From an optimization exercise on the open Yosys and OpenROAD flow, aimed at small area and a short achievable clock period; shortcuts taken in it are not production practice. Where RTL was checked, it was by simulation tests only, not by an equivalence proof against the original. No functional check of the RTL was part of run 1.

==> flow/design.v, too long to show whole: its modules and the start of the top module <==
// module mul32: 2034 lines
// module mul32_fa: 10 lines
module mul32 (
    input  wire         clk,
    input  wire [31:0]  A,
    input  wire [31:0]  B,
    output wire [63:0]  C
);
  // ...
==> flow/run.sh <==
#!/bin/bash
# synth_recipe.tcl (not shown) runs the flow's synth.tcl, then flattens the netlist and writes it again
# the make line also repeats each setting of config.mk as NAME=value (left out here)
make -C /OpenROAD-flow-scripts/flow DESIGN_CONFIG=/design/flow/config.mk WORK_HOME=/design/flow/orfs CLKGATE_MAP_FILE= SYNTH_SCRIPT=/design/flow/synth_recipe.tcl finish
==> flow/config.mk <==
export PLATFORM = sky130hd
export DESIGN_NAME = mul32
export DESIGN_NICKNAME = mul32
export VERILOG_FILES = /design/flow/design.v
export SDC_FILE = /design/flow/constraint.sdc
export NUM_CORES = 4
export LEC_CHECK = 0
export CAP_MARGIN = 20
export CORE_MARGIN = 2
export CORE_UTILIZATION = 40
export SETUP_SLACK_MARGIN = 5
export SLEW_MARGIN = 20
export SYNTH_HIERARCHICAL = 1
==> flow/constraint.sdc <==
create_clock -name core_clock -period 10.5 [get_ports {clk}]
set_input_delay 2.1000 -clock core_clock [delete_from_list [all_inputs] [get_ports {clk}]]
set_output_delay 2.1000 -clock core_clock [all_outputs]
set_load 0.01 [all_outputs]
==> run notes, run 1 <==
fraction of area in multi-input gates=0.7213; Data required, critical path=8.40 ns; Post-route DRC=0; design area=28590 µm²; fillers=6213; status=complete, no violations; Crit path largest cell delay=0.55 ns; clock root cell=clkbuf_16; Die H=261.0 µm; Syn Inst Count=2758; CP max FO=6; Biggest register=s0; post-synth cell types=59; clock latency (worst-skew pair)=0.53 ns; first drt pass iteration count=9; Post-CTS Hold Buffers=0; Seq/total area=0.1382; R2R cell count=14; delay-heaviest family, CP=compound AO/OA/AOI/OAI gates; top-count cell post-synth=xnor2_1; nonclk inv count=125; Clock Path Buffers=2; Critical Path AT=3.31 ns; Hold Slack=0.8857 ns; Die Area=68100 µm²; setup bufs post-CTS=1; Post-Syn Area=26410 µm²; # rows=94; sequential cell area=3951 µm²; most common cell after layout, fill and taps aside=xnor2_1; WHS Endpoint=s0[0]$_DFF_P_; Simple-Gate Fraction of Synth Area=0.05206; post-layout min period=5.414 ns; max reg flops=64; H-tree depth=4; Synthesized Nets=3273
==> inputs of run 2 (changes only) <==
--- a/flow/design.v
+++ b/flow/design.v
@@ -1854,188 +1854,102 @@
     assign s1045 = ~(c928 ^ s929);
     assign c1046 = c928 | s929;
     mul32_fa us1047 (.a(ns350), .b(pp382), .c(c930), .s(s1047), .co(c1048));
     assign s1049 = ~pp383;
     assign s1050 = ~pp384;
     wire [63:0] x = {pp383, c1048, c1046, c1044, c1042, c1040, c1038, c1036, c1034, c1032, c1030, c1028, c1026, c1024, c1022, c1020, c1018, c1016, c1014, c1012, c1010, c1008, c1006, c1004, c1002, c1000, c998, c996, c994, c992, c990, c988, c986, c984, c982, c980, c978, c976, c974, c972, c970, c968, c966, c964, c962, c960, c958, c956, c954, c952, c950, c948, c946, c944, c942, c940, c938, c936, c934, c932, s931, pp3, pp2, pp1};
     wire [63:0] y = {s1050, s1049, s1047, s1045, s1043, s1041, s1039, s1037, s1035, s1033, s1031, s1029, s1027, s1025, s1023, s1021, s1019, s1017, s1015, s1013, s1011, s1009, s1007, s1005, s1003, s1001, s999, s997, s995, s993, s991, s989, s987, s985, s983, s981, s979, s977, s975, s973, s971, s969, s967, s965, s963, s961, s959, s957, s955, s953, s951, s949, s947, s945, s943, s941, s939, s937, s935, s933, neg[1], 1'b0, 1'b0, neg[0]};
     reg  [63:0] s0;
-    reg  [11:0] g;
-    wire [16:0] bs0 = x[15:0] + y[15:0];
-    wire [4:0] bs1 = x[19:16] + y[19:16];
-    wire [4:0] bs2 = x[23:20] + y[23:20];
-    wire [4:0] bs3 = x[27:24] + y[27:24];
-    wire [4:0] bs4 = x[31:28] + y[31:28];
-    wire [4:0] bs5 = x[35:32] + y[35:32];
-    wire [4:0] bs6 = x[39:36] + y[39:36];
-    wire [4:0] bs7 = x[43:40] + y[43:40];
-    wire [4:0] bs8 = x[47:44] + y[47:44];
-    wire [4:0] bs9 = x[51:48] + y[51:48];
-    wire [4:0] bs10 = x[55:52] + y[55:52];
-    wire [4:0] bs11 = x[59:56] + y[59:56];
-    wire [4:0] bs12 = x[63:60] + y[63:60];
+    reg  [4:0] g;
+    wire [24:0] bs0 = x[23:0] + y[23:0];
+    wire [8:0] bs1 = x[31:24] + y[31:24];
+    wire [8:0] bs2 = x[39:32] + y[39:32];
+    wire [8:0] bs3 = x[47:40] + y[47:40];
+    wire [8:0] bs4 = x[55:48] + y[55:48];
+    wire [8:0] bs5 = x[63:56] + y[63:56];
     always @(posedge clk) begin
-        s0[15:0] <= bs0[15:0];
-        g[0] <= bs0[16];
-        s0[19:16] <= bs1[3:0];
-        g[1] <= bs1[4];
-        s0[23:20] <= bs2[3:0];
-        g[2] <= bs2[4];
-        s0[27:24] <= bs3[3:0];
-        g[3] <= bs3[4];
-        s0[31:28] <= bs4[3:0];
-        g[4] <= bs4[4];
-        s0[35:32] <= bs5[3:0];
-        g[5] <= bs5[4];
-        s0[39:36] <= bs6[3:0];
-        g[6] <= bs6[4];
-        s0[43:40] <= bs7[3:0];
-        g[7] <= bs7[4];
-        s0[47:44] <= bs8[3:0];
-        g[8] <= bs8[4];
-        s0[51:48] <= bs9[3:0];
-        g[9] <= bs9[4];
-        s0[55:52] <= bs10[3:0];
-        g[10] <= bs10[4];
-        s0[59:56] <= bs11[3:0];
-        g[11] <= bs11[4];
-        s0[63:60] <= bs12[3:0];
+        s0[23:0] <= bs0[23:0];
+        g[0] <= bs0[24];
+        s0[31:24] <= bs1[7:0];
+        g[1] <= bs1[8];
+        s0[39:32] <= bs2[7:0];
+        g[2] <= bs2[8];
+        s0[47:40] <= bs3[7:0];
+        g[3] <= bs3[8];
+        s0[55:48] <= bs4[7:0];
+        g[4] <= bs4[8];
+        s0[63:56] <= bs5[7:0];
     end
-    wire [11:0] p;
-    assign p[0] = &s0[15:0];
-    assign p[1] = &s0[19:16];
-    assign p[2] = &s0[23:20];
-    assign p[3] = &s0[27:24];
-    assign p[4] = &s0[31:28];
-    assign p[5] = &s0[35:32];
-    assign p[6] = &s0[39:36];
-    assign p[7] = &s0[43:40];
-    assign p[8] = &s0[47:44];
-    assign p[9] = &s0[51:48];
-    assign p[10] = &s0[55:52];
-    assign p[11] = &s0[59:56];
+    wire [4:0] p;
+    assign p[0] = &s0[23:0];
+    assign p[1] = &s0[31:24];
+    assign p[2] = &s0[39:32];
+    assign p[3] = &s0[47:40];
+    assign p[4] = &s0[55:48];
     wire g1_1 = g[1] | (p[1] & g[0]);
     wire g1_2 = g[2] | (p[2] & g[1]);
     wire p1_2 = p[2] & p[1];
     wire g1_3 = g[3] | (p[3] & g[2]);
     wire p1_3 = p[3] & p[2];
     wire g1_4 = g[4] | (p[4] & g[3]);
     wire p1_4 = p[4] & p[3];
-    wire g1_5 = g[5] | (p[5] & g[4]);
-    wire p1_5 = p[5] & p[4];
-    wire g1_6 = g[6] | (p[6] & g[5]);
-    wire p1_6 = p[6] & p[5];
-    wire g1_7 = g[7] | (p[7] & g[6]);
-    wire p1_7 = p[7] & p[6];
-    wire g1_8 = g[8] | (p[8] & g[7]);
-    wire p1_8 = p[8] & p[7];
-    wire g1_9 = g[9] | (p[9] & g[8]);
-    wire p1_9 = p[9] & p[8];
-    wire g1_10 = g[10] | (p[10] & g[9]);
-    wire p1_10 = p[10] & p[9];
-    wire g1_11 = g[11] | (p[11] & g[10]);
-    wire p1_11 = p[11] & p[10];
     wire g2_2 = g1_2 | (p1_2 & g[0]);
     wire g2_3 = g1_3 | (p1_3 & g1_1);
     wire g2_4 = g1_4 | (p1_4 & g1_2);
     wire p2_4 = p1_4 & p1_2;
-    wire g2_5 = g1_5 | (p1_5 & g1_3);
-    wire p2_5 = p1_5 & p1_3;
-    wire g2_6 = g1_6 | (p1_6 & g1_4);
-    wire p2_6 = p1_6 & p1_4;
-    wire g2_7 = g1_7 | (p1_7 & g1_5);
-    wire p2_7 = p1_7 & p1_5;
-    wire g2_8 = g1_8 | (p1_8 & g1_6);
-    wire p2_8 = p1_8 & p1_6;
-    wire g2_9 = g1_9 | (p1_9 & g1_7);
-    wire p2_9 = p1_9 & p1_7;
-    wire g2_10 = g1_10 | (p1_10 & g1_8);
-    wire p2_10 = p1_10 & p1_8;
-    wire g2_11 = g1_11 | (p1_11 & g1_9);
-    wire p2_11 = p1_11 & p1_9;
     wire g3_4 = g2_4 | (p2_4 & g[0]);
-    wire g3_5 = g2_5 | (p2_5 & g1_1);
-    wire g3_6 = g2_6 | (p2_6 & g2_2);
-    wire g3_7 = g2_7 | (p2_7 & g2_3);
-    wire g3_8 = g2_8 | (p2_8 & g2_4);
-    wire p3_8 = p2_8 & p2_4;
-    wire g3_9 = g2_9 | (p2_9 & g2_5);
-    wire p3_9 = p2_9 & p2_5;
-    wire g3_10 = g2_10 | (p2_10 & g2_6);
-    wire p3_10 = p2_10 & p2_6;
-    wire g3_11 = g2_11 | (p2_11 & g2_7);
-    wire p3_11 = p2_11 & p2_7;
-    wire g4_8 = g3_8 | (p3_8 & g[0]);
-    wire g4_9 = g3_9 | (p3_9 & g1_1);
-    wire g4_10 = g3_10 | (p3_10 & g2_2);
-    wire g4_11 = g3_11 | (p3_11 & g2_3);
-    wire [12:0] cin;
+    wire [5:0] cin;
     assign cin[0] = 1'b0;
     assign cin[1] = g[0];
     assign cin[2] = g1_1;
     assign cin[3] = g2_2;
     assign cin[4] = g2_3;
     assign cin[5] = g3_4;
-    assign cin[6] = g3_5;
-    assign cin[7] = g3_6;
-    assign cin[8] = g3_7;
-    assign cin[9] = g4_8;
-    assign cin[10] = g4_9;
-    assign cin[11] = g4_10;
-    assign cin[12] = g4_11;
-    assign C[15:0] = s0[15:0];
-    assign C[16] = s0[16] ^ cin[1];
-    assign C[17] = s0[17] ^ (cin[1] & (&s0[16:16]));
-    assign C[18] = s0[18] ^ (cin[1] & (&s0[17:16]));
-    assign C[19] = s0[19] ^ (cin[1] & (&s0[18:16]));
-    assign C[20] = s0[20] ^ cin[2];
-    assign C[21] = s0[21] ^ (cin[2] & (&s0[20:20]));
-    assign C[22] = s0[22] ^ (cin[2] & (&s0[21:20]));
-    assign C[23] = s0[23] ^ (cin[2] & (&s0[22:20]));
-    assign C[24] = s0[24] ^ cin[3];
-    assign C[25] = s0[25] ^ (cin[3] & (&s0[24:24]));
-    assign C[26] = s0[26] ^ (cin[3] & (&s0[25:24]));
-    assign C[27] = s0[27] ^ (cin[3] & (&s0[26:24]));
-    assign C[28] = s0[28] ^ cin[4];
-    assign C[29] = s0[29] ^ (cin[4] & (&s0[28:28]));
-    assign C[30] = s0[30] ^ (cin[4] & (&s0[29:28]));
-    assign C[31] = s0[31] ^ (cin[4] & (&s0[30:28]));
-    assign C[32] = s0[32] ^ cin[5];
-    assign C[33] = s0[33] ^ (cin[5] & (&s0[32:32]));
-    assign C[34] = s0[34] ^ (cin[5] & (&s0[33:32]));
-    assign C[35] = s0[35] ^ (cin[5] & (&s0[34:32]));
-    assign C[36] = s0[36] ^ cin[6];
-    assign C[37] = s0[37] ^ (cin[6] & (&s0[36:36]));
-    assign C[38] = s0[38] ^ (cin[6] & (&s0[37:36]));
-    assign C[39] = s0[39] ^ (cin[6] & (&s0[38:36]));
-    assign C[40] = s0[40] ^ cin[7];
-    assign C[41] = s0[41] ^ (cin[7] & (&s0[40:40]));
-    assign C[42] = s0[42] ^ (cin[7] & (&s0[41:40]));
-    assign C[43] = s0[43] ^ (cin[7] & (&s0[42:40]));
-    assign C[44] = s0[44] ^ cin[8];
-    assign C[45] = s0[45] ^ (cin[8] & (&s0[44:44]));
-    assign C[46] = s0[46] ^ (cin[8] & (&s0[45:44]));
-    assign C[47] = s0[47] ^ (cin[8] & (&s0[46:44]));
-    assign C[48] = s0[48] ^ cin[9];
-    assign C[49] = s0[49] ^ (cin[9] & (&s0[48:48]));
-    assign C[50] = s0[50] ^ (cin[9] & (&s0[49:48]));
-    assign C[51] = s0[51] ^ (cin[9] & (&s0[50:48]));
-    assign C[52] = s0[52] ^ cin[10];
-    assign C[53] = s0[53] ^ (cin[10] & (&s0[52:52]));
-    assign C[54] = s0[54] ^ (cin[10] & (&s0[53:52]));
-    assign C[55] = s0[55] ^ (cin[10] & (&s0[54:52]));
-    assign C[56] = s0[56] ^ cin[11];
-    assign C[57] = s0[57] ^ (cin[11] & (&s0[56:56]));
-    assign C[58] = s0[58] ^ (cin[11] & (&s0[57:56]));
-    assign C[59] = s0[59] ^ (cin[11] & (&s0[58:56]));
-    assign C[60] = s0[60] ^ cin[12];
-    assign C[61] = s0[61] ^ (cin[12] & (&s0[60:60]));
-    assign C[62] = s0[62] ^ (cin[12] & (&s0[61:60]));
-    assign C[63] = s0[63] ^ (cin[12] & (&s0[62:60]));
+    assign C[23:0] = s0[23:0];
+    assign C[24] = s0[24] ^ cin[1];
+    assign C[25] = s0[25] ^ (cin[1] & (&s0[24:24]));
+    assign C[26] = s0[26] ^ (cin[1] & (&s0[25:24]));
+    assign C[27] = s0[27] ^ (cin[1] & (&s0[26:24]));
+    assign C[28] = s0[28] ^ (cin[1] & (&s0[27:24]));
+    assign C[29] = s0[29] ^ (cin[1] & (&s0[28:24]));
+    assign C[30] = s0[30] ^ (cin[1] & (&s0[29:24]));
+    assign C[31] = s0[31] ^ (cin[1] & (&s0[30:24]));
+    assign C[32] = s0[32] ^ cin[2];
+    assign C[33] = s0[33] ^ (cin[2] & (&s0[32:32]));
+    assign C[34] = s0[34] ^ (cin[2] & (&s0[33:32]));
+    assign C[35] = s0[35] ^ (cin[2] & (&s0[34:32]));
+    assign C[36] = s0[36] ^ (cin[2] & (&s0[35:32]));
+    assign C[37] = s0[37] ^ (cin[2] & (&s0[36:32]));
+    assign C[38] = s0[38] ^ (cin[2] & (&s0[37:32]));
+    assign C[39] = s0[39] ^ (cin[2] & (&s0[38:32]));
+    assign C[40] = s0[40] ^ cin[3];
+    assign C[41] = s0[41] ^ (cin[3] & (&s0[40:40]));
+    assign C[42] = s0[42] ^ (cin[3] & (&s0[41:40]));
+    assign C[43] = s0[43] ^ (cin[3] & (&s0[42:40]));
+    assign C[44] = s0[44] ^ (cin[3] & (&s0[43:40]));
+    assign C[45] = s0[45] ^ (cin[3] & (&s0[44:40]));
+    assign C[46] = s0[46] ^ (cin[3] & (&s0[45:40]));
+    assign C[47] = s0[47] ^ (cin[3] & (&s0[46:40]));
+    assign C[48] = s0[48] ^ cin[4];
+    assign C[49] = s0[49] ^ (cin[4] & (&s0[48:48]));
+    assign C[50] = s0[50] ^ (cin[4] & (&s0[49:48]));
+    assign C[51] = s0[51] ^ (cin[4] & (&s0[50:48]));
+    assign C[52] = s0[52] ^ (cin[4] & (&s0[51:48]));
+    assign C[53] = s0[53] ^ (cin[4] & (&s0[52:48]));
+    assign C[54] = s0[54] ^ (cin[4] & (&s0[53:48]));
+    assign C[55] = s0[55] ^ (cin[4] & (&s0[54:48]));
+    assign C[56] = s0[56] ^ cin[5];
+    assign C[57] = s0[57] ^ (cin[5] & (&s0[56:56]));
+    assign C[58] = s0[58] ^ (cin[5] & (&s0[57:56]));
+    assign C[59] = s0[59] ^ (cin[5] & (&s0[58:56]));
+    assign C[60] = s0[60] ^ (cin[5] & (&s0[59:56]));
+    assign C[61] = s0[61] ^ (cin[5] & (&s0[60:56]));
+    assign C[62] = s0[62] ^ (cin[5] & (&s0[61:56]));
+    assign C[63] = s0[63] ^ (cin[5] & (&s0[62:56]));
 endmodule
 module mul32_fa (
     input  wire a,
     input  wire b,
     input  wire c,
     output wire s,
     output wire co
 );
==> run 2 against run 1 <==
Net effect: global-route usage down 1.3 points; wire length down 5.7%; sequential share of layout area down 0.58 points; non-clock buffer count up 17; final cell count up 1.3%; worst hold slack worse by 0.024 ns; first-iteration DRC count down 4.4%; largest cell class unchanged; highest routed layer unchanged.
==> run notes, run 2 <==
synth cell count leaders=xnor2_1 (427), clkbuf_1 (324), a22o_1 (309), a221oi_1 (307), fa_1 (279) (was xnor2_1 (414), clkbuf_1 (324), a221oi_1 (309), a22o_1 (307), fa_1 (286)); drt wl/cell=25.99 µm (was 27.91 µm); normalized max-slew margin=0.3338 (was 0.2622); Initial Util=0.4025 (was 0.4032); top-count cell post-synth=xnor2_1 (unchanged); via count=23160 (was 23540); Die H=260.8 µm (was 261.0 µm); crit path launch type=register (unchanged); Port Buffers=128 (unchanged); Nets=3153 (was 3123); Hold Slack=0.8620 ns (was 0.8857 ns); Final WS setup=5.226 ns (was 5.086 ns); mux contribution to synthesized area=0 (unchanged); Simple-Gate Fraction of Synth Area=0.05561 (was 0.05206); Pins Over Slew Limit=0 (unchanged); CP max FO=4 (was 6); Synth Warn #=7 (unchanged); Die Area=68000 µm² (was 68100 µm²); adder-cell share of the synthesized area=0.2863 (was 0.2945); post-layout min period=5.274 ns (was 5.414 ns); final hold viol count=0 (unchanged); Syn Inst Count=2793 (was 2758); initial antenna violation count=0 (unchanged); most common cell after layout, fill and taps aside=xnor2_1 (unchanged); Post-Syn Area=26370 µm² (was 26410 µm²); Final Cycle Share=0.5023 (was 0.5156); largest area contributor in the netlist=fa_1 (unchanged); clock root cell=clkbuf_16 (unchanged); max reg flops=64 (unchanged); post-route ant nets=0 (unchanged); # rows=94 (unchanged); GRT overflow=0 (unchanged); Placer Congestion=0.9226 (was 0.9100); Max Freq=0.1896 GHz (was 0.1847 GHz); Synth Flop Type=dfxtp_1 (unchanged); Max-Cap Viols=0 (unchanged); first drt pass iteration count=7 (was 9); initial DRC count=3121 (was 3264); Setup CP Type=reg -> out (unchanged); Post-CTS Hold Buffers=0 (unchanged); layout overhead on the synthesized area=8.773% (was 8.261%); area share of xor/xnor cells in the synthesized design=0.1564 (was 0.1532); Synth area leaders=fa_1 (21%), dfxtp_1 (14%), xnor2_1 (14%) (was fa_1 (22%), dfxtp_1 (15%), xnor2_1 (14%)); post-synth cell types=62 (was 59); Post-synth EDFFs=0 (unchanged); type of the most critical hold path=reg -> reg (unchanged); asr flop ratio synth=0 (unchanged); DP HPWL=62860 µm (was 62210 µm); IO Count=129 (unchanged); RSZ-0062 raised after global routing=yes (unchanged); share of layout cells above drive strength 1=0.06717 (was 0.06410); top cell type's share of synthesized area=0.2118 (was 0.2168); Data required, critical path=8.40 ns (about the same); cts bufs inserted=17 (unchanged); status=complete, no violations (unchanged); sequential area share after synthesis=0.1427 (was 0.1478); setup total negative slack=0 ns (unchanged); Synthesized Nets=3294 (was 3273); largest net degree at the start of global routing=41 (was 37); clock latency (worst-skew pair)=0.52 ns (was 0.53 ns); largest family of logic cells by synthesized area=adder cells (unchanged); GRT Total Usage=0.2696 (was 0.2825); CTS tree=done (unchanged); Post-route DRC=0 (unchanged); core box area=65510 µm² (unchanged); Worst Setup End Kind=output port (unchanged); Ant. Diodes=0 (unchanged); Critical Path AT=3.17 ns (was 3.31 ns); Setup WS pre-CTS=5.130 ns (was 5.056 ns); Final Skew=0.01453 ns (was 0.02706 ns); Slew @ Worst Pin=0.9979 ns (was 1.107 ns); syn_area_per_cell=9.442 µm² (was 9.577 µm²); Clock Sinks=188 (was 195); Vias per Instance=6.563 (was 6.754); Clock Path Buffers=2 (unchanged); first-pass GRT wire length=140900 µm (was 146600 µm); Top Registers=s0 x64, r3a x34, ra x31 (unchanged); DIE WIDTH=260.8 µm (was 261.0 µm); commonest cells after routing, fill and taps aside=xnor2_1 (427), a22o_1 (308), a221oi_1 (297) (was xnor2_1 (414), a221oi_1 (309), a22o_1 (307)); # setup viols final=0 (unchanged); Seq cells post-synth=188 (was 195); WL final=91720 µm (was 97270 µm); number of global-route vias before repair=22850 (was 23580); Biggest register=s0 (unchanged); Synth Area in Compound Gates=0.2852 (was 0.2796); clock-pin slew on the worst setup and hold paths=0.09 ns (about the same); H-tree depth=4 (unchanged)
[run 2: worst max-delay path: stages, from the launching register on]
cell	delay, ns
dfxtp_1	0.39
and4_2	0.29
a31oi_4	0.13
nor3_4	0.17
buf_12	0.14
a22o_2	0.23
a41o_1	0.25
and4_4	0.26
nand3_1	0.09
xnor2_1	0.15
clkdlybuf4s50_1	0.55
[run 2: path summary, 6_finish.rpt]
path | from | end | slack, ns | cells after the start
setup reg to reg | r3a[17]$_DFF_P_ | s0[39]$_DFF_P_ | 5.24 | 16
hold reg to reg | neg[0]$_DFF_P_ | s0[0]$_DFF_P_ | 0.86 | 2
hold / removal | neg[0]$_DFF_P_ | s0[0]$_DFF_P_ | 0.86 | 2
setup / recovery | s0[28]$_DFF_P_ | C[63] | 5.23 | 10
[run 2: modules after synthesis, one instance, submodules excluded]
module,area [µm²],flip-flops and latches,cells
mul32,20910,188,2520
mul32_fa,20.02,0,1
[run 2: timing repair]
item	CTS	global route
setup buffers	1	3
cloned	0	0
setup endpoints to repair	18	8
gates resized for setup	5	25
pin swaps	1	3
[run 2: through the flow]
step / cell area (µm²) / instances / util
floorplan: 26370 / 2793 / -
global placement: 27880 / 3493 / 0.4256
detailed placement: 27880 / 3493 / 0.4256
CTS: 28570 / 3526 / 0.4361
global route: 28680 / 3529 / 0.4379
finish: 28680 / 3529 / 0.4379
[run 2: cell type report]
type / instances / area (µm²)
clock buffer: 17 / 425.4
tap: 864 / 1081
timing repair buffer: 217 / 1969
fill: 6207 / 36830
clock inverter: 15 / 215.2
multi-input combinational: 2111 / 20760
inverter: 117 / 439.2
sequential: 188 / 3796
[run 2: metal layers]
metal	track usage	wire length, µm	part of all wire
met1	0.3598	37470	0.41
met2	0.4132	40540	0.44
met3	0.06731	9838	0.11
met4	0.1152	3872	0.042
met5	0	0	0
[run 2: cells by family (layout without fill, tap and decap cells)]
group / Yosys count / after routing
adder cells (fa/ha/maj): 436 / 436
AO/OA/AOI/OAI: 925 / 925
XOR/XNOR: 471 / 471
buffers and inverters: 494 / 366
AND/OR/NAND/NOR: 279 / 279
flip-flops: 188 / 188
==> inputs of run 3 (changes only) <==
==> flow/flow/run.sh (new file) <==
#!/bin/bash
# The standard layout, with plain buffers (buf_2) on the ports instead of the
# delay-cell buffers ORFS picks by default. Everything else is the standard flow's flow.
set -euo pipefail
bash standard.sh "BUFFER_PORTS_ARGS=-buffer_cell sky130_fd_sc_hd__buf_2" finish > standard_flow.log 2>&1
==> flow/standard.sh (new file) <==
#!/bin/bash
# synth_recipe.tcl (not shown) runs the flow's synth.tcl, then flattens the netlist and writes it again
# the make line also repeats each setting of config.mk as NAME=value (left out here)
make -C /OpenROAD-flow-scripts/flow DESIGN_CONFIG=/design/flow/config.mk WORK_HOME=/design/flow/orfs CLKGATE_MAP_FILE= SYNTH_SCRIPT=/design/flow/synth_recipe.tcl "${@:-finish}"
--- a/flow/config.mk
+++ b/flow/config.mk
@@ -9,3 +9,3 @@
 export CORE_MARGIN = 2
-export CORE_UTILIZATION = 40
+export CORE_UTILIZATION = 70
 export SETUP_SLACK_MARGIN = 5
removed: flow/run.sh
==> run 3 against run 2 <==
Net effect: critical endpoint is now s0[39]$_DFF_P_; still clean on timing, DRC and antenna; final cell count shrank 10%; global-route usage grew 19 points; via count grew 4.8%; sequential cell count is the same; synthesized cell count is the same; cell area shrank 4.1%; highest routed layer is now met5; non-clock buffer count shrank 5; utilization grew 30 points; setup slack lost 0.12 ns.
==> run notes, run 3 <==
GRT Total Usage=0.4628 (was 0.2696); Initial Util=0.7051 (was 0.4025); DP HPWL=59510 µm (was 62860 µm); most common cell after layout, fill and taps aside=xnor2_1 (unchanged); setup bufs post-CTS=0 (was 1); share of layout cells above drive strength 1=0.1128 (was 0.06717); top cell type's share of synthesized area=0.2118 (unchanged); Syn Inst Count=2793 (unchanged); number of global-route vias before repair=23710 (was 22850); final hold viol count=0 (unchanged); setup total negative slack=0 ns (unchanged); Post-route DRC=0 (unchanged); post-route ant nets=0 (unchanged); initial DRC count=4044 (was 3121); Ant. Diodes=0 (unchanged); Top Registers=s0 x64, r3a x34, ra x31 (unchanged); RR Endpoint=s0[39]$_DFF_P_ (unchanged); CP max FO=11 (was 4); mux contribution to synthesized area=0 (unchanged); Synth Flop Type=dfxtp_1 (unchanged); cts bufs inserted=17 (unchanged); Post-synth EDFFs=0 (unchanged); Data required, critical path=10.93 ns (was 8.40 ns); Synthesized Nets=3294 (unchanged); CTS tree=done (unchanged); RSZ-0062 raised after global routing=yes (unchanged); Post-Syn Area=26370 µm² (unchanged); hold path cells=2 (unchanged); sequential area share after synthesis=0.1427 (unchanged); crit path launch type=register (unchanged); Hold Slack=0.7421 ns (was 0.8620 ns); clock latency (worst-skew pair)=0.51 ns (was 0.52 ns); Reg-to-Reg Start=r3a[17]$_DFF_P_ (unchanged); R2R cell count=16 (unchanged); area share of xor/xnor cells in the synthesized design=0.1564 (unchanged); largest area contributor in the netlist=fa_1 (unchanged); normalized max-slew margin=0.2962 (was 0.3338); GRT overflow=0 (unchanged); # setup viols final=0 (unchanged); Nets=3148 (was 3153); first-pass GRT wire length=137700 µm (was 140900 µm); asr flop ratio synth=0 (unchanged); Worst Setup End Kind=register (was output port); Pins Over Slew Limit=0 (unchanged); max reg flops=64 (unchanged); Synth Area in Compound Gates=0.2852 (unchanged); Die H=198.1 µm (was 260.8 µm); Setup CP Type=reg -> reg (was reg -> out); Clock Sinks=188 (unchanged); Simple-Gate Fraction of Synth Area=0.05561 (unchanged); clock-pin slew on the worst setup and hold paths=0.08 ns (was 0.09 ns); largest net degree at the start of global routing=41 (unchanged); # rows=71 (was 94); first drt pass iteration count=15 (was 7); IO Count=129 (unchanged); synth cell count leaders=xnor2_1 (427), clkbuf_1 (324), a22o_1 (309), a221oi_1 (307), fa_1 (279) (unchanged); post-layout min period=5.397 ns (was 5.274 ns); Setup WS pre-CTS=5.184 ns (was 5.130 ns); via count=24280 (was 23160); Die Area=39240 µm² (was 68000 µm²); Max-Cap Viols=0 (unchanged); drt wl/cell=28.20 µm (was 25.99 µm); post-synth cell types=62 (unchanged); Slew @ Worst Pin=1.054 ns (was 0.9979 ns); Port Buffers=128 (unchanged); commonest cells after routing, fill and taps aside=xnor2_1 (427), a22o_1 (308), a221oi_1 (299) (was xnor2_1 (427), a22o_1 (308), a221oi_1 (297)); Synth Warn #=7 (unchanged); layout overhead on the synthesized area=4.261% (was 8.773%); design area=27490 µm² (was 28680 µm²); Max Freq=0.1853 GHz (was 0.1896 GHz); type of the most critical hold path=reg -> reg (unchanged); WL final=89410 µm (was 91720 µm); Final Cycle Share=0.5140 (was 0.5023); Hold Path Origin=neg[1]$_DFF_P_ (was neg[0]$_DFF_P_); Vias per Instance=7.658 (was 6.563); Final Skew=0.02406 ns (was 0.01453 ns); top-count cell post-synth=xnor2_1 (unchanged); Seq cells post-synth=188 (unchanged); adder-cell share of the synthesized area=0.2863 (unchanged); largest family of logic cells by synthesized area=adder cells (unchanged); H-tree depth=4 (unchanged); Layout Utilization=0.7351 (was 0.4379); initial antenna violation count=1 (was 0); Critical Path AT=5.82 ns (was 3.17 ns); Placer Congestion=1.000 (was 0.9226); Area after DPL=26790 µm² (was 27880 µm²); DIE WIDTH=198.1 µm (was 260.8 µm); core box area=37400 µm² (was 65510 µm²); status=complete, no violations (unchanged); Clock Path Buffers=2 (unchanged); Finished Layout Cells=3171 (was 3529); clock root cell=clkbuf_16 (unchanged); Final WS setup=5.103 ns (was 5.226 ns); syn_area_per_cell=9.442 µm² (unchanged); Synth area leaders=fa_1 (21%), dfxtp_1 (14%), xnor2_1 (14%) (unchanged); WHS Endpoint=s0[3]$_DFF_P_ (was s0[0]$_DFF_P_); placed cell count=3139 (was 3493); Biggest register=s0 (unchanged); Reg2Reg Setup Slack=5.10 ns (was 5.24 ns)
[run 3: cell count changes in the layout (fill, tap and decap cells not counted), moves of 3 or more]
cell | before | now
and4_1 | 3 | 6
buf_2 | 0 | 128
dfxtp_1 | 166 | 163
clkdlybuf4s50_1 | 128 | 0
buf_4 | 86 | 80
dfxtp_2 | 20 | 23
[run 3: timing repair]
action,CTS,global route
hold buffers,0,0
gates resized for setup,0,31
setup endpoints to repair,0,7
[run 3: layout make-up]
cell class                      instances  area (µm²)
Tap cell                              511       639.4
Sequential cell                       188        3800
Timing Repair Buffer                  212        1286
Fill cell                            2765        9906
Clock inverter                         14       177.7
Clock buffer                           18       429.2
Inverter                              117       439.2
Multi-Input combinational cell       2111       20720
[run 3: how the worst max path moves through the flow]
| stage | cells after the start | slack (ns) | endpoint | from |
|---|---|---|---|---|
| floorplan | 19 | 5.46 | g[2]$_DFF_P_ | neg[0]$_DFF_P_ |
| finish | 16 | 5.10 | s0[39]$_DFF_P_ | r3a[17]$_DFF_P_ |
| CTS | 9 | 5.06 | C[63] | g[0]$_DFF_P_ |
| global route | 20 | 4.95 | g[2]$_DFF_P_ | ra[26]$_DFF_P_ |
| global placement | 18 | 4.99 | g[2]$_DFF_P_ | one[4]$_DFF_P_ |
| detailed placement | 20 | 5.18 | g[2]$_DFF_P_ | ra[29]$_DFF_P_ |
[run 3: cell families (layout without fill, tap and decap cells)]
family,after synthesis,in the layout
xor gates and xnor gates,471,471
DFF,188,188
and+or+nand+nor,279,279
AOI/OAI and AO/OA,925,925
buffers and inverters,494,361
adders and majority gates,436,436
[run 3: modules after synthesis, one instance, submodules excluded]
| module | copies in the design | cells inside | flops+latches |
|---|---|---|---|
| mul32_fa | 273 | 1 | 0 |
| mul32 | 1 | 2520 | 188 |
[run 3: critical path, cell delays in order (launching register included)]
cell	delay [ns]
dfxtp_1	0.95
a22o_1	0.26
a221oi_1	0.05
xnor2_1	0.22
fa_1	0.46
fa_1	0.47
fa_1	0.43
fa_1	0.52
fa_1	0.45
ha_1	0.29
a21o_1	0.18
a21oi_1	0.25
o21bai_1	0.10
a21oi_1	0.25
o21bai_1	0.10
a21oi_1	0.19
xnor2_1	0.13
[run 3: routing by layer]
metal / up-vias / GRT usage / part of all wire / routed length [µm]
li1: 9967 / - / - / -
met1: 11690 / 0.6069 / 0.38 / 33570
met2: 2085 / 0.6513 / 0.41 / 36290
met3: 539 / 0.1947 / 0.16 / 14080
met4: 4 / 0.2353 / 0.061 / 5435
met5: - / 0 / 0.00038 / 34
==> inputs of run 4 (changes only) <==
--- a/flow/config.mk
+++ b/flow/config.mk
@@ -9,3 +9,3 @@
 export CORE_MARGIN = 2
-export CORE_UTILIZATION = 70
+export CORE_UTILIZATION = 60
 export SETUP_SLACK_MARGIN = 5
==> run 4 against run 3 <==
Net effect: critical path type unchanged; first-iteration DRC count is 18% lower; sequential cell count unchanged; utilization down 9.7 points; still clean; maximum frequency is 0.82% lower; die area up 16%; register-to-register slack worse by 0.04 ns; critical endpoint is now g[3]$_DFF_P_.
==> run notes, run 4 <==
status=complete, no violations (unchanged); Top Registers=s0 x64, r3a x34, ra x31 (unchanged); Placer Congestion=0.9726 (was 1.000); Biggest register=s0 (unchanged); clock root cell=clkbuf_16 (unchanged); Port Buffers=128 (unchanged); top-count cell post-synth=xnor2_1 (unchanged); most common cell after layout, fill and taps aside=xnor2_1 (unchanged); initial antenna violation count=1 (unchanged); sequential area share after synthesis=0.1427 (unchanged); Clock Sinks=188 (unchanged); post-route ant nets=0 (unchanged); GRT overflow=0 (unchanged); top cell type's share of synthesized area=0.2118 (unchanged); Synth area leaders=fa_1 (21%), dfxtp_1 (14%), xnor2_1 (14%) (unchanged); crit path launch type=register (unchanged); Post-Syn Area=26370 µm² (unchanged); Post-synth EDFFs=0 (unchanged); DIE WIDTH=213.6 µm (was 198.1 µm); Critical Path AT=5.89 ns (was 5.82 ns); number of global-route vias before repair=22460 (was 23710); GRT Total Usage=0.3893 (was 0.4628); first-pass GRT wire length=134900 µm (was 137700 µm); # setup viols final=0 (unchanged); post-layout min period=5.442 ns (was 5.397 ns); Synth Flop Type=dfxtp_1 (unchanged); max reg flops=64 (unchanged); Layout Utilization=0.6385 (was 0.7351); final hold viol count=0 (unchanged); # rows=76 (was 71); syn_area_per_cell=9.442 µm² (unchanged); Max Freq=0.1838 GHz (was 0.1853 GHz); largest area contributor in the netlist=fa_1 (unchanged); H-tree depth=4 (unchanged); IO Count=129 (unchanged); largest net degree at the start of global routing=41 (unchanged); Reg-to-Reg Start=three[4]$_DFF_P_ (was r3a[17]$_DFF_P_); via count=23300 (was 24280); sequential cell area=3780 µm² (was 3800 µm²); RR Endpoint=g[3]$_DFF_P_ (was s0[39]$_DFF_P_); cts bufs inserted=17 (unchanged); initial DRC count=3300 (was 4044); DP HPWL=61520 µm (was 59510 µm); layout overhead on the synthesized area=4.764% (was 4.261%); Post-CTS Hold Buffers=0 (unchanged); post-synth cell types=62 (unchanged); type of the most critical hold path=reg -> reg (unchanged); Final Skew=0.02537 ns (was 0.02406 ns); drt wl/cell=27.13 µm (was 28.20 µm); Die H=213.6 µm (was 198.1 µm); WHS Endpoint=s0[2]$_DFF_P_ (was s0[3]$_DFF_P_); CTS tree=done (unchanged); Slew @ Worst Pin=1.008 ns (was 1.054 ns); commonest cells after routing, fill and taps aside=xnor2_1 (427), a22o_1 (308), a221oi_1 (296) (was xnor2_1 (427), a22o_1 (308), a221oi_1 (299)); Hold Path Origin=four[0]$_DFF_P_ (was neg[1]$_DFF_P_); first drt pass iteration count=7 (was 15); hold path cells=4 (was 2); Setup CP Type=reg -> reg (unchanged); share of layout cells above drive strength 1=0.1097 (was 0.1128); clock latency (worst-skew pair)=0.51 ns (about the same); Pins Over Slew Limit=0 (unchanged); Max-Cap Viols=0 (unchanged); Die Area=45640 µm² (was 39240 µm²); R2R cell count=20 (was 16); asr flop ratio synth=0 (unchanged); Synthesized Nets=3294 (unchanged); Initial Util=0.6095 (was 0.7051); core box area=43270 µm² (was 37400 µm²); CP max FO=34 (was 11); setup total negative slack=0 ns (unchanged); Reg2Reg Setup Slack=5.06 ns (was 5.10 ns); Final Cycle Share=0.5183 (was 0.5140); fillers=3653 (was 2765); WL final=88100 µm (was 89410 µm); synth cell count leaders=xnor2_1 (427), clkbuf_1 (324), a22o_1 (309), a221oi_1 (307), fa_1 (279) (unchanged); Synth Warn #=7 (unchanged); Syn Inst Count=2793 (unchanged); Worst Setup End Kind=register (unchanged); Clock Path Buffers=2 (unchanged); Data required, critical path=10.94 ns (was 10.93 ns); Vias per Instance=7.174 (was 7.658); Nets=3150 (was 3148); clock-pin slew on the worst setup and hold paths=0.09 ns (was 0.08 ns); Post-route DRC=0 (unchanged); normalized max-slew margin=0.3271 (was 0.2962); Multi-input gate area=20740 µm² (was 20720 µm²); RSZ-0062 raised after global routing=yes (unchanged); Seq cells post-synth=188 (unchanged)
## run 4: area by class of cell
class | count | area share
Multi-Input combinational cell | 2111 | 0.7506
Sequential cell | 188 | 0.1368
Timing Repair Buffer | 214 | 0.04683
Tap cell | 585 | 0.02649
Inverter | 117 | 0.01590
Clock buffer | 17 | 0.01540
Clock inverter | 15 | 0.007835
Antenna cell | 1 | 0.00009058
## run 4: worst max-delay path by stage
stage,startpoint,end,slack (ns)
after CTS,g[0]$_DFF_P_,C[62],5.05
after detailed placement,ra[27]$_DFF_P_,g[3]$_DFF_P_,5.18
after global placement,ra[27]$_DFF_P_,g[3]$_DFF_P_,5.19
final,three[4]$_DFF_P_,g[3]$_DFF_P_,5.06
after floorplan,neg[0]$_DFF_P_,g[2]$_DFF_P_,5.46
after global routing,four[3]$_DFF_P_,g[3]$_DFF_P_,4.99
## run 4: per-module statistics from Yosys, one instance, submodules excluded
module | cell area (µm²) | flip-flops and latches
mul32_fa | 20.02 | 0
mul32 | 20910 | 188
## run 4: stage by stage
stage / hold slack [ns] / setup WS [ns] / cells / cell area [µm²]
after floorplan: 0.5831 / 5.457 / 2793 / 26370
after global placement: 0.8855 / 5.186 / 3214 / 26890
after detailed placement: 0.9046 / 5.178 / 3214 / 26890
after CTS: 0.9201 / 5.047 / 3246 / 27530
after global routing: 0.9761 / 4.993 / 3248 / 27630
final: 0.9100 / 5.058 / 3248 / 27630
## run 4: cells by family after synthesis
logic type,synth area share
compound gates,0.2852
simple gates,0.05561
fa+ha+maj,0.2863
flops,0.1427
buf+inv,0.07378
xor+xnor,0.1564
## run 4: routing by layer
layer | vias up | global-route usage | part of all wire
li1 | 9978 | - | -
met1 | 11340 | 0.5430 | 0.40
met2 | 1680 | 0.5622 | 0.42
met3 | 303 | 0.1216 | 0.13
met4 | 0 | 0.1530 | 0.041
met5 | - | 0 | 0
## run 4: timing repair
item | CTS | global route
endpoints found under the hold margin | 0 | 0
gates resized for setup | 0 | 18
buffers inserted | 0 | 1
setup endpoints to repair | 0 | 9
## run 4: worst max-delay path, stage by stage (launching register included)
cell and delay (ns):
dfxtp_1 0.30, buf_4 0.24, a22o_1 0.28, a221oi_1 0.54, xnor2_1 0.22, fa_1 0.46, fa_1 0.47, fa_1 0.41
fa_1 0.42, fa_1 0.52, ha_1 0.17, inv_1 0.06, fa_1 0.39, inv_1 0.07, a21oi_1 0.06, o21bai_1 0.22
a21oi_1 0.10, nor2b_1 0.15, o21ai_0 0.10, nand2b_1 0.08, a21o_1 0.10
==> inputs of run 5 (changes only) <==
--- a/flow/config.mk
+++ b/flow/config.mk
@@ -9,3 +9,3 @@
 export CORE_MARGIN = 2
-export CORE_UTILIZATION = 60
+export CORE_UTILIZATION = 40
 export SETUP_SLACK_MARGIN = 5
==> run 5 against run 4 <==
Net effect: via count fell by 1.1%; highest routed layer unchanged; final cell count is 8.7% higher; largest cell class unchanged; synthesized cell count stayed put; synthesized area unchanged; maximum frequency up 3.0%; first-iteration DRC count grew 1.3%.
==> run notes, run 5 <==
top cell type's share of synthesized area=0.2118 (unchanged); post-layout min period=5.285 ns (was 5.442 ns); # rows=94 (was 76); delay-heaviest family, CP=adder cells (unchanged); Ant. Diodes=0 (was 1); Critical Path AT=5.74 ns (was 5.89 ns); post-synth cell types=62 (unchanged); sequential area share after synthesis=0.1427 (unchanged); Nets=3153 (was 3150); Placer Congestion=0.9113 (was 0.9726); RSZ-0062 raised after global routing=yes (unchanged); CTS tree=done (unchanged); IO Count=129 (unchanged); DIE WIDTH=260.8 µm (was 213.6 µm); Hold Slack=0.8821 ns (was 0.9100 ns); Final Cycle Share=0.5034 (was 0.5183); via count=23050 (was 23300); clock latency (worst-skew pair)=0.52 ns (was 0.51 ns); asr flop ratio synth=0 (unchanged); Port Buffers=128 (unchanged); first drt pass iteration count=9 (was 7); Seq cells post-synth=188 (unchanged); commonest cells after routing, fill and taps aside=xnor2_1 (427), a22o_1 (309), a221oi_1 (296) (was xnor2_1 (427), a22o_1 (308), a221oi_1 (296)); Pins Over Slew Limit=0 (unchanged); cts bufs inserted=17 (unchanged); max reg flops=64 (unchanged); Finished Layout Cells=3529 (was 3248); clock root cell=clkbuf_16 (unchanged); Setup WS pre-CTS=5.153 ns (was 5.178 ns); core box area=65510 µm² (was 43270 µm²); clock-pin slew on the worst setup and hold paths=0.08 ns (was 0.09 ns); Clock Sinks=188 (unchanged); initial antenna violation count=0 (was 1); Post-route DRC=0 (unchanged); Data required, critical path=10.95 ns (was 10.94 ns); Die H=260.8 µm (was 213.6 µm); final hold viol count=0 (unchanged); syn_area_per_cell=9.442 µm² (unchanged); status=complete, no violations (unchanged); DP HPWL=63740 µm (was 61520 µm); Synth area leaders=fa_1 (21%), dfxtp_1 (14%), xnor2_1 (14%) (unchanged); WP buf/inv=2 (was 3); Post-Syn Area=26370 µm² (unchanged); Synth Flop Type=dfxtp_1 (unchanged); setup total negative slack=0 ns (unchanged); Layout Utilization=0.4280 (was 0.6385); Max Freq=0.1892 GHz (was 0.1838 GHz); number of global-route vias before repair=22760 (was 22460); Final Skew=0.01842 ns (was 0.02537 ns); CP dominant cell by count=fa_1 (unchanged); CP max FO=11 (was 34); Post-CTS Hold Buffers=0 (unchanged); Final WS setup=5.215 ns (was 5.058 ns); Worst Setup End Kind=register (unchanged); most common cell after layout, fill and taps aside=xnor2_1 (unchanged); share of layout cells above drive strength 1=0.1133 (was 0.1097); Syn Inst Count=2793 (unchanged); largest net degree at the start of global routing=41 (unchanged); GRT overflow=0 (unchanged); type of the most critical hold path=reg -> reg (unchanged); Synthesized Nets=3294 (unchanged); Die Area=68000 µm² (was 45640 µm²); layout overhead on the synthesized area=6.315% (was 4.764%); Setup CP Type=reg -> reg (unchanged); design area=28040 µm² (was 27630 µm²); Crit path largest cell delay=0.85 ns (was 0.54 ns); H-tree depth=4 (unchanged); normalized max-slew margin=0.3292 (was 0.3271); Max-Cap Viols=0 (unchanged); GRT Total Usage=0.2691 (was 0.3893); Initial Util=0.4025 (was 0.6095); crit path cell chain=a22o_1, a221oi_1, xnor2_1, fa_1, fa_1, fa_1, fa_1, fa_1, ha_1, inv_1, fa_1, inv_1, a21oi_1, o21bai_1, a21oi_1, nor2b_1, o21ai_0, nand2b_1, a21o_1 (was buf_4, a22o_1, a221oi_1, xnor2_1, fa_1, fa_1, fa_1, fa_1, fa_1, ha_1, inv_1, fa_1, inv_1, a21oi_1, o21bai_1, a21oi_1, nor2b_1, o21ai_0, nand2b_1, a21o_1); crit path max-delay cell type=dfxtp_1 (was a221oi_1); drt wl/cell=26.11 µm (was 27.13 µm); Post-synth EDFFs=0 (unchanged); first-pass GRT wire length=140600 µm (was 134900 µm); Slew @ Worst Pin=1.006 ns (was 1.008 ns); largest area contributor in the netlist=fa_1 (unchanged); synth cell count leaders=xnor2_1 (427), clkbuf_1 (324), a22o_1 (309), a221oi_1 (307), fa_1 (279) (unchanged); Vias per Instance=6.531 (was 7.174); Area after DPL=27260 µm² (was 26890 µm²); top-count cell post-synth=xnor2_1 (unchanged); Clock Path Buffers=2 (unchanged); post-route ant nets=0 (unchanged); WL final=92150 µm (was 88100 µm); Top Registers=s0 x64, r3a x34, ra x31 (unchanged); placed cell count=3495 (was 3214); Synth Warn #=7 (unchanged); # setup viols final=0 (unchanged); initial DRC count=3342 (was 3300); crit path launch type=register (unchanged); Biggest register=s0 (unchanged)
==> run 5: cell counts after synthesis <==
Identical to the previous run, type by type.
==> run 5: what timing repair did <==
item	CTS	global route
pin swaps	1	5
setup buffers	0	2
setup endpoints to repair	3	8
resized for setup	1	24
==> run 5: worst min-delay path, cell delays in order, from the launching register on <==
cell and delay (ns):
dfxtp_2 0.32, buf_4 0.29, xnor2_1 0.21
==> run 5: logic make-up after synthesis <==
logic type,after synthesis,synth area share
and+or+nand+nor,279,0.05561
AOI/OAI and AO/OA,925,0.2852
adders and majority gates,436,0.2863
xor gates and xnor gates,471,0.1564
buffers and inverters,494,0.07378
DFF,188,0.1427
==> run 5: area by class of cell <==
class,count,area [µm²]
fill,6356,37470
multi-input combinational,2111,20740
sequential,188,3790
timing repair buffer,217,1344
tap,864,1081
inverter,117,439.2
clock buffer,17,425.4
clock inverter,15,215.2
==> run 5: Yosys stat by module, one instance, submodules excluded <==
| module | flip-flops and latches | times used | area (µm²) |
|---|---|---|---|
| mul32 | 188 | 1 | 20910 |
| mul32_fa | 0 | 273 | 20.02 |
==> run 5: final timing paths <==
check	start	slack, ns	cells after the start	to
max	r3a[22]$_DFF_P_	5.21	19	g[2]$_DFF_P_
max reg2reg	r3a[22]$_DFF_P_	5.21	19	g[2]$_DFF_P_
min reg2reg	neg[0]$_DFF_P_	0.88	2	s0[0]$_DFF_P_
min	neg[0]$_DFF_P_	0.88	2	s0[0]$_DFF_P_
==> run 5: per-layer routing <==
layer  GRT usage  up-vias  wire [µm]
met3     0.06935      278       9794
met1      0.3610    11410      37900
met2      0.4128     1392      40760
met4      0.1063        0       3696
li1            -     9971          -
met5           0        -          0

-- re-timing with driven ports --
The flow's constraints put no driver on any port. The routed layouts listed below were extracted and timed again, unchanged, in two steps.
Step 1 sets driving cells, clkbuf_16 on the clock port and buf_2 on the other inputs (assumed; they add their load-dependent delay and slew).
Step 2 times the ports against the registers' clock, not the clock port: input delays grow and output delays shrink by t, the midpoint of the rising clock arrivals with the driver on.
Slacks: ideal / step 1 / step 2; pairs: ideal / step 1.
run | shift t [ns] | setup slack, ns | worst register clock-pin slew, ns
run 1 | 0.577 | 5.086 / 5.026 / 5.238 | 0.10 / 0.10
run 2 | 0.573 | 5.226 / 5.165 / 5.237 | 0.09 / 0.09
run 3 | 0.555 | 5.103 / 5.090 / 5.103 | 0.09 / 0.09
run 4 | 0.554 | 5.058 / 5.058 / 5.058 | 0.10 / 0.10
run 5 | 0.573 | 5.215 / 5.209 / 5.215 | 0.09 / 0.09
After both steps setup and hold are still met in every run listed.
